Source: an optimization exercise on an open RTL-to-GDS flow (aim: small area, a short achievable clock period and few clock cycles). Production flows keep margins and buffers that such runs may drop. Power figures rest on the tool's default switching activity, not on a simulated workload.

==> module EC_2, before the edit <==
module EC_2(
    input  logic       Enter,
    input  logic       Clk,
    input  logic       Reset,
    input  logic [7:0] Data_input,
    input  logic       Load_en,
    input  logic [4:0] Load_addr,
    input  logic [7:0] Load_data,
    output logic       Halt,
    output logic       In_wait,
    output logic [7:0] Data_output
    );
    localparam logic [2:0] OP_LOAD  = 3'd0;
    localparam logic [2:0] OP_STORE = 3'd1;
    localparam logic [2:0] OP_ADD   = 3'd2;
    localparam logic [2:0] OP_SUB   = 3'd3;
    localparam logic [2:0] OP_IN    = 3'd4;
    localparam logic [2:0] OP_JZ    = 3'd5;
    localparam logic [2:0] OP_JPOS  = 3'd6;
    localparam logic [2:0] OP_HALT  = 3'd7;
    logic [7:0] mem [0:31];
    logic [4:0] pc;       
    logic [7:0] ir_d;     
    logic       vd;       
    logic [4:0] ir_e;     
    logic       e_ld, e_st, e_add, e_sub;
    logic [7:0] opnd;     
    logic       tk;       
    logic [7:0] a;
    logic       halt_r;   
    logic       inw;      
    wire stall = halt_r | (inw & ~Enter);
    wire       nx_valid = tk | vd;
    wire [7:0] nx_word  = tk ? opnd : ir_d;
    wire [2:0] nx_op    = nx_word[7:5];
    wire [4:0] ra       = nx_word[4:0];
    wire [7:0] bx    = opnd ^ {8{e_sub}};
    wire [7:0] g0    = a & bx;
    wire [7:0] p0    = a ^ bx;
    wire [7:0] gk = {g0[7:1], g0[0] | (p0[0] & e_sub)};
    wire [7:0] pk = {p0[7:1], 1'b0};
    wire [7:0] g1 = gk | (pk & {gk[6:0], 1'b0});
    wire [7:0] p1 = pk & {pk[6:0], 1'b0};
    wire [7:0] g2 = g1 | (p1 & {g1[5:0], 2'b0});
    wire [7:0] p2 = p1 & {p1[5:0], 2'b0};
    wire [7:0] g3 = g2 | (p2 & {g2[3:0], 4'b0});
    wire [7:0] carry = {g3[6:0], e_sub};
    wire [7:0] sum   = p0 ^ carry;
    wire [7:0] ab_x     = a ^ opnd;
    wire       add_zero = (ab_x == {a[6:0] | opnd[6:0], 1'b0});
    wire       sub_zero = (ab_x == 8'd0);
    wire e_keep = ~(e_ld | e_add | e_sub | inw);
    wire [7:0] a_nx = ({8{e_ld}}          & opnd) |
                      ({8{e_add | e_sub}} & sum) |
                      ({8{inw}}           & Data_input) |
                      ({8{e_keep}}        & a);
    wire z_nx = (e_ld  & (opnd == 8'd0)) |
                (e_add & add_zero) |
                (e_sub & sub_zero) |
                (inw   & (Data_input == 8'd0)) |
                (e_keep & (a == 8'd0));
    logic [7:0] rd_op, rd_f;
    always_comb begin
        rd_op = 8'd0;
        rd_f  = 8'd0;
        for (int i = 0; i < 32; i++) begin
            rd_op = rd_op | (mem[i] & {8{ra == 5'(i)}});
            rd_f  = rd_f  | (mem[i] & {8{pc == 5'(i)}});
        end
    end
    wire [7:0] op_nx = (e_st && ir_e == ra) ? a : rd_op;
    wire       nx_store = nx_valid & (nx_op == OP_STORE);
    wire       refetch  = nx_store & (ra == pc);
    wire [7:0] f_nx = (e_st && ir_e == pc) ? a : rd_f;
    wire tk_nx = nx_valid & (((nx_op == OP_JZ) & z_nx) |
                             ((nx_op == OP_JPOS) & ~a_nx[7]));
    wire [4:0] ra_p1 = {ra[4] ^ (&ra[3:0]), ra[3] ^ (&ra[2:0]), ra[2] ^ (&ra[1:0]), ra[1] ^ ra[0], ~ra[0]};
    wire [4:0] pc_p1 = {pc[4] ^ (&pc[3:0]), pc[3] ^ (&pc[2:0]), pc[2] ^ (&pc[1:0]), pc[1] ^ pc[0], ~pc[0]};
    wire [4:0] pc_nx = tk_nx ? ra_p1 : refetch ? pc : pc_p1;
    always_ff @(posedge Clk or posedge Reset) begin
        if (Reset) begin
            pc     <= 5'd0;
            vd     <= 1'b0;
            a      <= 8'd0;
            e_ld   <= 1'b0;
            e_st   <= 1'b0;
            e_add  <= 1'b0;
            e_sub  <= 1'b0;
            tk     <= 1'b0;
            halt_r <= 1'b0;
            inw    <= 1'b0;
        end else if (!stall) begin
            pc     <= pc_nx;
            vd     <= ~refetch;
            a      <= a_nx;
            e_ld   <= nx_valid & (nx_op == OP_LOAD);
            e_st   <= nx_store;
            e_add  <= nx_valid & (nx_op == OP_ADD);
            e_sub  <= nx_valid & (nx_op == OP_SUB);
            tk     <= tk_nx;
            halt_r <= nx_valid & (nx_op == OP_HALT);
            inw    <= nx_valid & (nx_op == OP_IN);
        end
    end
    always_ff @(posedge Clk) begin
        if (!stall)
            ir_d <= f_nx;
    end
    always_ff @(posedge Clk) begin
        ir_e <= ra;
        opnd <= op_nx;
    end
    logic       ld_en;
    logic [4:0] ld_addr;
    logic [7:0] ld_data;
    always_ff @(posedge Clk) begin
        ld_en   <= Load_en;
        ld_addr <= Load_addr;
        ld_data <= Load_data;
    end
    always_ff @(posedge Clk) begin
        if (ld_en)
            mem[ld_addr] <= ld_data;
        else if (e_st)
            mem[ir_e] <= a;
    end
    logic [7:0] a_out;
    always_ff @(posedge Clk or posedge Reset) begin
        if (Reset)
            a_out <= 8'd0;
        else if (!stall && !e_keep)
            a_out <= a_nx;
    end
    assign Halt        = halt_r;
    assign In_wait     = inw;
    assign Data_output = a_out;
endmodule
clock: 8.0 ns
lec_check: 0
cap_margin: 20
core_margin: 2
core_utilization: 45
setup_slack_margin: 5
slew_margin: 20
tns_end_percent: 100
standard.sh (not shown) runs the stock make flow with config.mk's settings and CLKGATE_MAP_FILE= SYNTH_SCRIPT=/design/flow/synth_recipe.tcl, a recipe that flattens the netlist after the stock synthesis.
==> flow/flow/run.sh <==
#!/bin/bash
# Own layout flow: the standard flow (standard.sh) with three changes.
#  - sky130_fd_sc_hd__a222oi_1 is added to the platform's don't-use cells.
#    It has no stronger size, and as the last gate of a memory read it drives
#    a long wire slowly, which the resizer cannot fix.
#  - Ports are buffered with buf_4 rather than the default choice (a slow
#    clkdlybuf4s50_1 on the outputs).
#  - Clock tree synthesis runs with the usual arguments plus
#    -dont_use_dummy_load, so it adds no dummy load cells to the clock tree,
#    and with larger sink clusters (30 sinks, 80 um) on the default buffers.
# Everything else, including the synthesis script, is the standard flow.
# Each ORFS step logs to orfs/logs/...; make's own output goes to
# flow_make.log here.
set -euo pipefail
PLATFORM_DONT_USE="sky130_fd_sc_hd__probe_p_8 sky130_fd_sc_hd__probec_p_8 sky130_fd_sc_hd__lpflow_bleeder_1 sky130_fd_sc_hd__lpflow_clkbufkapwr_1 sky130_fd_sc_hd__lpflow_clkbufkapwr_16 sky130_fd_sc_hd__lpflow_clkbufkapwr_2 sky130_fd_sc_hd__lpflow_clkbufkapwr_4 sky130_fd_sc_hd__lpflow_clkbufkapwr_8 sky130_fd_sc_hd__lpflow_clkinvkapwr_1 sky130_fd_sc_hd__lpflow_clkinvkapwr_16 sky130_fd_sc_hd__lpflow_clkinvkapwr_2 sky130_fd_sc_hd__lpflow_clkinvkapwr_4 sky130_fd_sc_hd__lpflow_clkinvkapwr_8 sky130_fd_sc_hd__lpflow_decapkapwr_12 sky130_fd_sc_hd__lpflow_decapkapwr_3 sky130_fd_sc_hd__lpflow_decapkapwr_4 sky130_fd_sc_hd__lpflow_decapkapwr_6 sky130_fd_sc_hd__lpflow_decapkapwr_8 sky130_fd_sc_hd__lpflow_inputiso0n_1 sky130_fd_sc_hd__lpflow_inputiso0p_1 sky130_fd_sc_hd__lpflow_inputiso1n_1 sky130_fd_sc_hd__lpflow_inputiso1p_1 sky130_fd_sc_hd__lpflow_inputisolatch_1 sky130_fd_sc_hd__lpflow_isobufsrc_1 sky130_fd_sc_hd__lpflow_isobufsrc_16 sky130_fd_sc_hd__lpflow_isobufsrc_2 sky130_fd_sc_hd__lpflow_isobufsrc_4 sky130_fd_sc_hd__lpflow_isobufsrc_8 sky130_fd_sc_hd__lpflow_isobufsrckapwr_16 sky130_fd_sc_hd__lpflow_lsbuf_lh_hl_isowell_tap_1 sky130_fd_sc_hd__lpflow_lsbuf_lh_hl_isowell_tap_2 sky130_fd_sc_hd__lpflow_lsbuf_lh_hl_isowell_tap_4 sky130_fd_sc_hd__lpflow_lsbuf_lh_isowell_4 sky130_fd_sc_hd__lpflow_lsbuf_lh_isowell_tap_1 sky130_fd_sc_hd__lpflow_lsbuf_lh_isowell_tap_2 sky130_fd_sc_hd__lpflow_lsbuf_lh_isowell_tap_4 "
bash standard.sh finish \
  DONT_USE_CELLS="$PLATFORM_DONT_USE sky130_fd_sc_hd__a222oi_1" \
  BUFFER_PORTS_ARGS="-buffer_cell sky130_fd_sc_hd__buf_4" \
  CTS_ARGS="-sink_clustering_enable -repair_clock_nets -dont_use_dummy_load -sink_clustering_size 30 -sink_clustering_max_diameter 80" \
  > flow_make.log 2>&1
The starting point finished with timing, DRC and antenna clean.
Change:
--- a/flow/design.v
+++ b/flow/design.v
@@ -16,13 +16,14 @@
     localparam logic [2:0] OP_SUB   = 3'd3;
     localparam logic [2:0] OP_IN    = 3'd4;
     localparam logic [2:0] OP_JZ    = 3'd5;
     localparam logic [2:0] OP_JPOS  = 3'd6;
     localparam logic [2:0] OP_HALT  = 3'd7;
     logic [7:0] mem [0:31];
-    logic [4:0] pc;       
+    logic [3:0] pc_lo;
+    logic [7:0] pc_hi;
     logic [7:0] ir_d;     
     logic       vd;       
     logic [4:0] ir_e;     
     logic       e_ld, e_st, e_add, e_sub;
     logic [7:0] opnd;     
     logic       tk;       
@@ -62,38 +63,48 @@
     logic [7:0] rd_op, rd_f;
     always_comb begin
         rd_op = 8'd0;
         rd_f  = 8'd0;
         for (int i = 0; i < 32; i++) begin
             rd_op = rd_op | (mem[i] & {8{ra == 5'(i)}});
-            rd_f  = rd_f  | (mem[i] & {8{pc == 5'(i)}});
+            rd_f  = rd_f  | (mem[i] & {8{pc_lo[i % 4] & pc_hi[i / 4]}});
         end
     end
     wire [7:0] op_nx = (e_st && ir_e == ra) ? a : rd_op;
     wire       nx_store = nx_valid & (nx_op == OP_STORE);
-    wire       refetch  = nx_store & (ra == pc);
-    wire [7:0] f_nx = (e_st && ir_e == pc) ? a : rd_f;
+    wire       refetch  = nx_store & pc_lo[ra[1:0]] & pc_hi[ra[4:2]];
+    wire [7:0] f_nx = (e_st && pc_lo[ir_e[1:0]] && pc_hi[ir_e[4:2]]) ? a : rd_f;
     wire tk_nx = nx_valid & (((nx_op == OP_JZ) & z_nx) |
                              ((nx_op == OP_JPOS) & ~a_nx[7]));
-    wire [4:0] ra_p1 = {ra[4] ^ (&ra[3:0]), ra[3] ^ (&ra[2:0]), ra[2] ^ (&ra[1:0]), ra[1] ^ ra[0], ~ra[0]};
-    wire [4:0] pc_p1 = {pc[4] ^ (&pc[3:0]), pc[3] ^ (&pc[2:0]), pc[2] ^ (&pc[1:0]), pc[1] ^ pc[0], ~pc[0]};
-    wire [4:0] pc_nx = tk_nx ? ra_p1 : refetch ? pc : pc_p1;
+    function automatic logic [4:0] inc5(input logic [4:0] x);
+        inc5 = {x[4] ^ (&x[3:0]), x[3] ^ (&x[2:0]), x[2] ^ (&x[1:0]), x[1] ^ x[0], ~x[0]};
+    endfunction
+    wire [4:0] ird_p1 = inc5(ir_d[4:0]);
+    wire [4:0] opn_p1 = inc5(opnd[4:0]);
+    wire [3:0] ra_p1_lo = tk ? 4'(1) << opn_p1[1:0] : 4'(1) << ird_p1[1:0];
+    wire [7:0] ra_p1_hi = tk ? 8'(1) << opn_p1[4:2] : 8'(1) << ird_p1[4:2];
+    wire [3:0] pc_lo_nx = tk_nx   ? ra_p1_lo :
+                          refetch ? pc_lo : {pc_lo[2:0], pc_lo[3]};
+    wire [7:0] pc_hi_nx = tk_nx   ? ra_p1_hi :
+                          (refetch || !pc_lo[3]) ? pc_hi : {pc_hi[6:0], pc_hi[7]};
     always_ff @(posedge Clk or posedge Reset) begin
         if (Reset) begin
-            pc     <= 5'd0;
+            pc_lo  <= 4'd1;
+            pc_hi  <= 8'd1;
             vd     <= 1'b0;
             a      <= 8'd0;
             e_ld   <= 1'b0;
             e_st   <= 1'b0;
             e_add  <= 1'b0;
             e_sub  <= 1'b0;
             tk     <= 1'b0;
             halt_r <= 1'b0;
             inw    <= 1'b0;
         end else if (!stall) begin
-            pc     <= pc_nx;
+            pc_lo  <= pc_lo_nx;
+            pc_hi  <= pc_hi_nx;
             vd     <= ~refetch;
             a      <= a_nx;
             e_ld   <= nx_valid & (nx_op == OP_LOAD);
             e_st   <= nx_store;
             e_add  <= nx_valid & (nx_op == OP_ADD);
             e_sub  <= nx_valid & (nx_op == OP_SUB);
@@ -121,17 +132,10 @@
     always_ff @(posedge Clk) begin
         if (ld_en)
             mem[ld_addr] <= ld_data;
         else if (e_st)
             mem[ir_e] <= a;
     end
-    logic [7:0] a_out;
-    always_ff @(posedge Clk or posedge Reset) begin
-        if (Reset)
-            a_out <= 8'd0;
-        else if (!stall && !e_keep)
-            a_out <= a_nx;
-    end
     assign Halt        = halt_r;
     assign In_wait     = inw;
-    assign Data_output = a_out;
+    assign Data_output = a;
 endmodule
Result: Register-to-register slack gains 0.03 ns; non-clock buffer count drops by 1; synthesized area climbs by 5.1%; cell area came out higher by 3.7%; total power shrinks by 0.61%; routed wire length drops by 15%; critical path depth came out lower by 2; combinational power is lower by 5.2%; sequential power is about the same.
No functional check of the RTL was part of any run of this note.

-- afterwards: timing with drivers on the ports --
The results above use ideal ports. As a check the final layouts listed here were re-extracted and re-timed, cells and wires unchanged. Step 1, drivers: a clkbuf_16 drives Clk and a buf_2 each remaining input, both assumed. Step 2 times the ports against the registers' clock, not the clock port: input delays grow and output delays shrink by t, the midpoint of the rising clock arrivals with the driver on. Slacks: no drivers / after step 1 / after step 2; pairs: no drivers / after step 1.
run	shift t [ns]	setup WS [ns]	worst register clock-pin slew, ns	worst slew at a driven data input, ns
the first run	0.574	4.895 / 4.895 / 4.776	0.11 / 0.11	0.06
the second run	0.563	4.926 / 4.926 / 4.513	0.12 / 0.12	0.05
After both steps setup and hold are still met in every run listed. The setup slack of the second run, which loses most, moves by 0.000 ns with the drivers and by -0.413 ns with both steps.
